Background: an optimization exercise with open tools, aiming at small area and a short achievable clock period. Do not read the settings as production practice.
No functional check of the RTL was part of any run shown here.
Power is estimated from default activity; no workload was simulated.

## flow/design.v (module list and top-level ports; edited modules follow where they fit)
// module pipelined_boothe_multiplier: 1856 lines
module pipelined_boothe_multiplier #(
    parameter WIDTH = 32
) (
    input clk,
    input reset,
    input en,
    input [WIDTH - 1: 0] md,
    input [WIDTH - 1: 0] mr,
    output [(2 * WIDTH) - 1: 0] s_result
);
  // ...
==> flow/run.sh <==
#!/bin/bash
# synth_recipe.tcl (not shown) runs the flow's synth.tcl, then flattens the netlist and writes it again
# the make line also repeats each setting of config.mk as NAME=value (left out here)
make -C /OpenROAD-flow-scripts/flow DESIGN_CONFIG=/design/flow/config.mk WORK_HOME=/design/flow/orfs CLKGATE_MAP_FILE= SYNTH_SCRIPT=/design/flow/synth_recipe.tcl finish
==> flow/config.mk <==
export PLATFORM = sky130hd
export DESIGN_NAME = pipelined_boothe_multiplier
export DESIGN_NICKNAME = pipelined_boothe_multiplier
export VERILOG_FILES = /design/flow/design.v
export SDC_FILE = /design/flow/constraint.sdc
export NUM_CORES = 4
export LEC_CHECK = 0
export CAP_MARGIN = 20
export CORE_MARGIN = 2
export CORE_UTILIZATION = 60
export PLACE_DENSITY = 0.7
export SETUP_SLACK_MARGIN = 2.9
export SLEW_MARGIN = 20
==> flow/constraint.sdc <==
create_clock -name core_clock -period 5.0 [get_ports {clk}]
set_input_delay 1.0000 -clock core_clock [delete_from_list [all_inputs] [get_ports {clk}]]
set_output_delay 1.0000 -clock core_clock [all_outputs]
set_load 0.01 [all_outputs]
==> summary.txt, run 1 <==
status=complete, no violations; met1 GRT Util=around a quarter; ANT nets after route=0; largest class=registers; M2 GR Usage=between 30 and 40%; Top Family by Delay on Critical Path=adder cells; Starting Density=between 60% and 70%; buffers inserted by post-CTS timing repair=roughly 140; reg2reg end=s4[56]; GRT Util Overall=around a fifth; via count=36600; Data buffer area share=3.63%; total power=around 65 mW; M1 WL=50900 µm; Worst setup startpoint=s3[122]; Die X=around 350 µm; Post-layout nets=6418; CORE AREA=about 120000 µm²; hpwl dp=74800 µm; Hold Slack=~0.28 ns; syn_nets=6168; post-synth top area share=64.6%; clk sinks=approximately 2400; mux share of post-synthesis cell area=less than 1%; synth cell count leaders=2367 x dfxtp_1, 653 x inv_1, 493 x xnor2_1; cell row count=128; Fin Clk Skew=around 0.055 ns; period utilization=50.5%; reg2reg path depth=8; metal2 WL=about 62000 µm; most common cell in the netlist=dfxtp_1; Seq. cell area=~48000 µm²; biggest regs=s3: 151 flops, s4: 151 flops, s2: 149 flops; I/O pin cnt=about 130; Cell Area, Placed=76600 µm²; Arr. time, crit path=around 3.2 ns; Seq/total area=a little over half; DRC marker count from the first detailed-route iteration=around 1600; gr busiest metal=met2; met3 wire len=about 5200 µm
==> inputs of run 2 (changes only) <==
--- a/flow/config.mk
+++ b/flow/config.mk
@@ -8,6 +8,8 @@
 export CAP_MARGIN = 20
 export CORE_MARGIN = 2
 export CORE_UTILIZATION = 60
+export CTS_BUF_LIST = sky130_fd_sc_hd__clkbuf_8
+export CTS_CLUSTER_SIZE = 24
 export PLACE_DENSITY = 0.7
 export SETUP_SLACK_MARGIN = 2.9
 export SLEW_MARGIN = 20
==> run 2 against run 1 <==
Still clean; cell count is 3.4% higher; clock skew is 0.0030 ns lower; sequential share of layout area is 0.11 points lower; synthesized cell count stayed put; total power is 2.7% lower; highest routed layer unchanged.
==> summary.txt, run 2 <==
status=complete, no violations (unchanged); CTS buffer count=348 (was 206); DRC violations left=0 (unchanged); setup TNS=0 ns (unchanged); clk latency of the worst-skew pair=0.98 ns (was 0.82 ns); layout cell share with drive strength beyond 1=28.5% (was 26.3%); TritonCTS clock tree=done (unchanged); biggest regs=s3: 151 flops, s4: 151 flops, s2: 149 flops (unchanged); EDFF count, synth=0 (unchanged); clock-pin slew on the worst setup and hold paths=0.07 ns (was 0.06 ns); CP Capture Type=register (unchanged); highest achievable clock rate=388 MHz (was 396 MHz); Worst EP required=5.89 ns (was 5.71 ns); Post-synth ARST share=0% (unchanged); Flop pwr share=47.7% (was 46.7%); die height=354 µm (unchanged); I/O pin cnt=131 (unchanged); largest fanout on the critical path=9 (was 7); total power=63.4 mW (was 65.2 mW); via/cell ratio=4.84 (was 4.86); hpwl dp=74800 µm (unchanged); RR Startpoint=s4[131] (was s3[122]); most frequent cells in the layout=2149 x dfxtp_1, 561 x inv_1, 430 x xnor2_1, 428 x clkbuf_8, 283 x fa_1 (was 2145 x dfxtp_1, 459 x inv_1, 441 x xnor2_1, 287 x fa_1, 209 x clkbuf_16); synth top area cells=dfxtp_1 65%, fa_1 12%, xnor2_1 5.9%, inv_1 3.3%, ha_1 3.3% (unchanged); Syn Inst Count=5472 (unchanged); Synth Area in Adders=15.2% (unchanged); CTS max path bufs=4 (was 3); Clock Power Share=22.8% (was 25.0%); Final Critical Period=2.58 ns (was 2.53 ns); Worst Hold End=s9[24] (was s7[12]); DR WL/cell=15.5 µm (was 16.2 µm); post-synth top area cell=dfxtp_1 (unchanged); Avg Cell Area, Syn=13.4 µm² (unchanged); fillers=7947 (was 7819); reg2reg end=s5[80] (was s4[56]); R2R Setup Slk=2.42 ns (was 2.47 ns); sequential fraction of the synthesis area=64.6% (unchanged); P&R area growth vs syn=20.6% (was 20.5%); post-synth top area share=64.6% (unchanged); CORE AREA=122000 µm² (unchanged); Net Switching=19.1 mW (was 19.5 mW); port buffer count=129 (unchanged); RePlAce Congestion=0.838 (unchanged); largest net degree at the start of global routing=33 (unchanged); Post-layout nets=6612 (was 6418); global-route wire length before repair=196000 µm (was 198000 µm); Die X=354 µm (unchanged); P per Cell Area=716 nW/µm² (was 737 nW/µm²); xor/xnor cell area share of the yosys netlist=7.21% (unchanged); DIE AREA=125000 µm² (unchanged); via count=37700 (was 36600); vias in the first global route=40000 (was 39000); Routed WL=121000 µm (was 122000 µm); WS Path Type=register to register (unchanged); commonest non-fill, non-tap cell in the layout=dfxtp_1 (unchanged); hold_buf cts=0 (unchanged); clock root cell=clkbuf_8 (was clkbuf_16); met3 wire len=6340 µm (was 5150 µm); DRC marker count from the first detailed-route iteration=1624 (unchanged); Ys Warns=1 (unchanged); RSZ-0062 raised after global routing=true (unchanged); library cells used by synthesis=62 (unchanged); clk sinks=2367 (unchanged); Synth Area in Compound Gates=6.25% (unchanged); Worst Hold Depth=0 (unchanged); cell row count=128 (unchanged); router iterations before antenna repair=7 (was 5); period utilization=51.6% (was 50.5%); Slew Limit Fails=0 (unchanged); CP Launch Type=register (unchanged); Starting Density=60.4% (unchanged); Worst Hold Class=register to register (unchanged); GRT Util Overall=19.2% (was 19.5%); max_slew headroom=49.0% (was 52.2%); grt total ovfl=0 (unchanged); initial antenna violation count=1 (was 0); ANT nets after route=0 (unchanged); post-synthesis cell area=73400 µm² (unchanged); switch share=30.1% (was 29.9%); Core Util, Final=72.8% (was 72.7%); Top Metal Used=met4 (unchanged); Hold Crit Start=s8[24] (was s6[12]); synth cell count leaders=2367 x dfxtp_1, 653 x inv_1, 493 x xnor2_1 (unchanged); Synth Flop Type=dfxtp_1 (unchanged); H-tree Lvls=5 (was 4); # setup viols final=0 (unchanged); mux share of post-synthesis cell area=0.0273% (unchanged); post-synthesis simple-gate area fraction=1.82% (unchanged); most common cell in the netlist=dfxtp_1 (unchanged); Pleak=37.9 nW (was 37.3 nW); metal2 WL=60500 µm (was 62200 µm); slew of the pin with the lowest slew margin=0.763 ns (was 0.715 ns); internal power=44.3 mW (was 45.7 mW); largest family of logic cells by synthesized area=adder cells (unchanged); reg2reg path depth=8 (unchanged); Synth Register Bits=2367 (unchanged); combinational power share=29.5% (was 28.4%); Final Hold Fails=0 (unchanged); Arr. time, crit path=3.47 ns (was 3.24 ns); worst IR drop on VDD=0.363 mV (was 0.454 mV); Fin Clk Skew=0.0518 ns (was 0.0548 ns); M1 WL=49400 µm (was 50900 µm); syn_nets=6168 (unchanged); maximum capacitance violations=0 (unchanged)
-- run 2: cell count changes in the layout (fill, tap and decap cells not counted), sizes merged --
cell and delta:
diode +2, clkbuf +133, bufbuf -1, buf +54, clkinvlp +2, inv +101, clkinv -24, bufinv -14
-- run 2: what timing repair did --
item,CTS,global route
cloned,5,4
setup endpoints to repair,416,395
buffers inserted,179,56
resized for setup,991,293
pin swaps,256,142
-- run 2: worst max-delay path by stage --
stage / startpoint / end / slack [ns] / depth (start not counted)
after detailed placement: s4[131] / s5[82] / 1.85 / 7
final: s4[131] / s5[80] / 2.42 / 8
after CTS: s32[18] / s_result[18] / 2.45 / 1
after floorplan: s4[128] / s5[42] / 2.55 / 9
after global routing: s4[122] / s5[80] / 2.33 / 9
after global placement: s4[131] / s5[82] / 1.88 / 7
-- run 2: per-stage QoR --
stage,std cells,hold slack (ns),setup WS [ns],area (µm²)
finish,7781,0.284,2.42,88500
floorplan,5472,0.310,2.55,76000
detailed placement,6947,0.312,1.85,76600
global placement,6947,0.310,1.88,76600
global route,7781,0.277,2.33,88500
CTS,7719,0.282,2.45,86900
-- run 2: critical path, cell delays in order (launching register included) --
cell	delay, ns
dfxtp_4	0.39
buf_4	0.15
o22ai_4	0.20
xnor2_2	0.11
fa_1	0.51
inv_2	0.04
fa_1	0.49
inv_2	0.04
fa_2	0.57
-- run 2: cell families (layout without fill, tap and decap cells) --
group / Yosys count / after routing
compound gates: 674 / 674
xor+xnor: 604 / 604
fa+ha+maj: 629 / 629
buf+inv: 933 / 1612
flops: 2367 / 2367
mux: 2 / 2
other cells: 0 / 2
simple gates: 263 / 266
-- run 2: layout make-up --
type                       instances  area (µm²)  area share, %
multi-input combinational       2175       25500           28.9
clock buffer                     428        5890           6.65
timing repair buffer             370        3710           4.19
sequential                      2367       47900           54.1
inverter                         654        2560           2.89
tap                             1625        2030           2.30
antenna                            2        5.00        0.00565
clock inverter                   160         855          0.965
-- run 2: per-layer routing --
layer	track usage, %	vias up
met5	0	-
met4	9.21	0
met3	4.76	339
met2	32.9	1032
met1	22.7	18100
li1	-	18200
-- run 2: power groups by stage --
stage	clock network [mW]	registers (mW)	logic (mW)
floorplan	0	29.5	12.4
global placement	0	30.3	15.8
finish	14.5	30.3	18.7
detailed placement	0	30.7	16.3
CTS	15.0	30.4	17.9
global route	15.9	31.1	21.6

[re-timing with driven ports]
The flow's constraints put no driver on any port. The routed layouts listed below were extracted and timed again, unchanged, in two steps.
Step 1 (the two cells are an assumption about what drives the block):
set clk [get_ports {clk}]
set_driving_cell -lib_cell sky130_fd_sc_hd__clkbuf_16 $clk
set_driving_cell -lib_cell sky130_fd_sc_hd__buf_2 [delete_from_list [all_inputs] $clk]
Step 2, shift: input delay + t, output delay - t, t = (earliest + latest rising clock arrival at the registers) / 2. This alone moves slack from input paths to output paths.
Three values: ideal ports, drivers, drivers and shift; two values: the first two.
| run | t (ns) | setup slack, ns | worst setup path after step 2 | worst slew at a driven data input, ns | cell pins on the clock port's net |
|---|---|---|---|---|---|
| run 1 | 0.871 | 2.473 / 2.473 / 2.354 | input to register | 0.06 | 1 |
| run 2 | 1.022 | 2.421 / 2.421 / 2.421 | register to register | 0.06 | 1 |
After both steps every run listed still meets setup and hold. For run 1, which loses most, drivers alone change the setup slack by 0.000 ns; drivers and shift together by -0.119 ns.
